This is an optimization exercise on Yosys and OpenROAD, whose aim is small area, not a production implementation. RTL that was checked went through simulation tests only; none was proved equivalent to the original. Power figures rest on the tool's default switching activity, not on a simulated workload.

==> flow/design.v (excerpt) <==
module usb_link(
    input clk,
    input rst_n,
    input [6:0] self_addr,
    output reg crc5_err,
    output crc16_err,
    input ms,
    input [15:0] time_threshold,
    input [5:0] delay_threshole,
    output reg time_out,
    output d_oe,
    input rx_lp_sop,
    input rx_lp_eop,
    input rx_lp_valid,
    output rx_lp_ready,
    input [7:0] rx_lp_data,
    output reg tx_lp_sop,
    output reg tx_lp_eop,
    output reg tx_lp_valid,
    input tx_lp_ready,
    output reg [7:0] tx_lp_data,
    output reg tx_lp_cancle,
    output reg rx_pid_en,
    output reg [3:0] rx_pid,
    output reg [3:0] rx_endp,
    output reg rx_lt_sop,
    output reg rx_lt_eop,
    output reg rx_lt_valid,
    input rx_lt_ready,
    output reg [7:0] rx_lt_data,
    input [3:0] tx_pid,
    input [6:0] tx_addr,
    input [3:0] tx_endp,
    input tx_valid,
    output reg tx_ready,
    input tx_lt_sop,
    input tx_lt_eop,
    input tx_lt_valid,
    output tx_lt_ready,
    input [7:0] tx_lt_data,
    input tx_lt_cancle
);
Size in the first run: roughly 590 cells after synthesis, about 0.0053 mm^2 of cells after synthesis.
clock: 5.0 ns
lec_check: 0
cap_margin: 20
core_margin: 2
core_utilization: 40
slew_margin: 20
standard.sh (not shown) runs the stock make flow with config.mk's settings and CLKGATE_MAP_FILE= SYNTH_SCRIPT=/design/flow/synth_recipe.tcl, a recipe that flattens the netlist after the stock synthesis.
==> flow/flow/run.sh <==
#!/bin/bash
# Own layout flow: the standard synthesis, then the combinational logic between the
# (unchanged) registers re-mapped by ABC for area, then the standard ORFS layout with
# minimum-size port buffers.
set -euo pipefail
W=$PWD
R=$W/orfs/results/sky130hd/usb_link/base
LIB=$FLOW_HOME/platforms/sky130hd/lib/sky130_fd_sc_hd__tt_025C_1v80.lib
YOSYS=yosys
if [[ -x $FLOW_HOME/../tools/install/yosys/bin/yosys ]]; then YOSYS=$FLOW_HOME/../tools/install/yosys/bin/yosys; fi

# 1. standard synthesis (the standard flow's own script)
bash standard.sh $R/1_2_yosys.v > $W/1_synth_standard.log 2>&1
cp $R/1_2_yosys.v $W/1_2_yosys_standard.v

# 2. re-map the combinational logic; registers are kept as they are
sed -e "s#LIBFILE#$LIB#g" -e "s#NETIN#$W/1_2_yosys_standard.v#" -e "s#NETOUT#$W/1_2_yosys_reopt.v#" \
    -e "s#ABCSCRIPT#$W/flow/reopt.abc#" $W/flow/reopt.ys > $W/reopt.ys
$YOSYS -l $W/2_reopt_yosys.log -s $W/reopt.ys > /dev/null 2>&1
cp $W/1_2_yosys_reopt.v $R/1_2_yosys.v

# 3. layout, with buf_1 port buffers
CTS_ARGS="-sink_clustering_enable -repair_clock_nets -buf_list {sky130_fd_sc_hd__clkbuf_4 sky130_fd_sc_hd__clkbuf_8} -root_buf sky130_fd_sc_hd__clkbuf_8 -dont_use_dummy_load" BUFFER_PORTS_ARGS="-buffer_cell sky130_fd_sc_hd__buf_1" bash standard.sh finish > $W/3_layout.log 2>&1
==> flow/flow/reopt.abc <==
strash
&get -n
&deepsyn -T 60
&put
dch
amap
==> flow/flow/reopt.ys <==
read_liberty -ignore_miss_func -ignore_miss_dir LIBFILE
read_verilog NETIN
hierarchy -top usb_link
setattr -mod -set keep_hierarchy 1 sky130_fd_sc_hd__*df* sky130_fd_sc_hd__dl*
flatten
opt -purge
abc -script ABCSCRIPT -liberty LIBFILE -dont_use *probe* -dont_use *lpflow*
opt_clean -purge
select -assert-none usb_link/t:$_*
hilomap -singleton -hicell sky130_fd_sc_hd__conb_1 HI -locell sky130_fd_sc_hd__conb_1 LO
insbuf -buf sky130_fd_sc_hd__buf_4 A X
stat -liberty LIBFILE
select usb_link
write_verilog -noattr -nohex -nodec -selected NETOUT
Next try:
--- a/flow/design.v
+++ b/flow/design.v
@@ -133,55 +133,57 @@
         if (tran_buf && rx_lp_eop) crc_err_q <= (crc_inv != {rx_lt_data, rx_lp_data});
     end
 end
 reg [1:0] cnt;
 reg [3:0] pid_reg;
 reg [6:0] addr_reg;
 reg [3:0] endp_reg;
 wire to_valid = ~tx_ready;
 wire is_hs = (pid_reg[1:0] == 2'b10);
 wire is_tok = (pid_reg[1:0] == 2'b01);
+wire tx_transok = tx_valid & tx_ready;
 wire ready_buf = ~tx_lp_valid | tx_lp_ready;
 wire tx_to_transok = to_valid & ~tx_data_on & ready_buf;
 wire tx_con_pid_en = to_valid & (cnt == 2'd0);
 wire [4:0] tc5 = crc5f({addr_reg[0], addr_reg[1], addr_reg[2], addr_reg[3], addr_reg[4], addr_reg[5],
                         addr_reg[6], endp_reg[0], endp_reg[1], endp_reg[2], endp_reg[3]});
 reg [7:0] to_data;
 always @(*) begin
     case (cnt)
         2'b00: to_data = {~pid_reg, pid_reg};
         2'b11: to_data = {~tc5[0], ~tc5[1], ~tc5[2], ~tc5[3], ~tc5[4], endp_reg[3:1]};
         default: to_data = {endp_reg[0], addr_reg};
     endcase
 end
 wire to_sop = ~cnt[0];
 wire to_eop = (cnt == 2'b11) | ((cnt == 2'b00) & is_hs);
 always @(posedge clk or negedge rst_n) begin
     if (!rst_n) begin
         tx_ready <= 1'b1;
         cnt <= 2'd0;
+        pid_reg <= 4'b0;
+        addr_reg <= 7'b0;
+        endp_reg <= 4'b0;
     end else begin
         if (tx_to_transok) begin
             if (is_hs || (is_tok && cnt == 2'b11)) tx_ready <= 1'b1;
         end else if (tx_valid) tx_ready <= 1'b0;
         if (tx_to_transok) begin
             if (is_hs) cnt <= 2'b00;
             else if (is_tok) cnt <= {cnt[0] & ~cnt[1], ~cnt[1]};
             else cnt <= 2'b10;
         end
-    end
-end
-always @(posedge clk) begin
-    if (tx_ready) begin
-        pid_reg <= tx_pid;
-        addr_reg <= tx_addr;
-        endp_reg <= tx_endp;
+        if (tx_transok) begin
+            pid_reg <= tx_pid;
+            addr_reg <= tx_addr;
+            endp_reg <= tx_endp;
+        end
     end
 end
 assign tx_lt_ready = tx_data_on & ready_buf;
 wire tx_lp_eop_en = tx_lp_valid & tx_lp_ready & tx_lp_eop;
 wire valid_buf = tx_data_on ? tx_lt_valid : to_valid;
 always @(posedge clk or negedge rst_n) begin
     if (!rst_n) begin
         tx_lp_sop <= 1'b0;
         tx_lp_eop <= 1'b0;
         tx_lp_data <= 8'b0;
What happened:
- The new run completed with no timing, DRC or antenna violations
- die area increases by 1.9%
- fmax decreases by 3.0%
- total power increases by 5.6%
- setup slack degrades by 93 ps
- critical path depth increases by 8
- clock-buffer cell count is unchanged
The RTL of the first run of this note was laid out without a check of its function.

## afterwards: timing with drivers on the ports
Ports are ideal in the flow. The routed layouts listed here were re-timed in OpenROAD. Step 1 assumes that a clkbuf_16 drives the clock port and a buf_2 every other input. Step 2 times the ports against the registers' clock, not the clock port: input delays grow and output delays shrink by t, the midpoint of the rising clock arrivals with the driver on. Slacks: ideal / step 1 / step 2; pairs: ideal / step 1.
run	shift t [ns]	setup slack, ns	worst setup path at the end	worst slew at a driven data input, ns
the first run	0.407	1.940 / 1.952 / 1.545	input to register	0.05
the second run	0.398	1.847 / 1.847 / 1.627	input to register	0.06
After both steps every run listed still meets setup and hold. For the first run, which loses most, drivers alone change the setup slack by +0.012 ns; drivers and shift together by -0.395 ns.
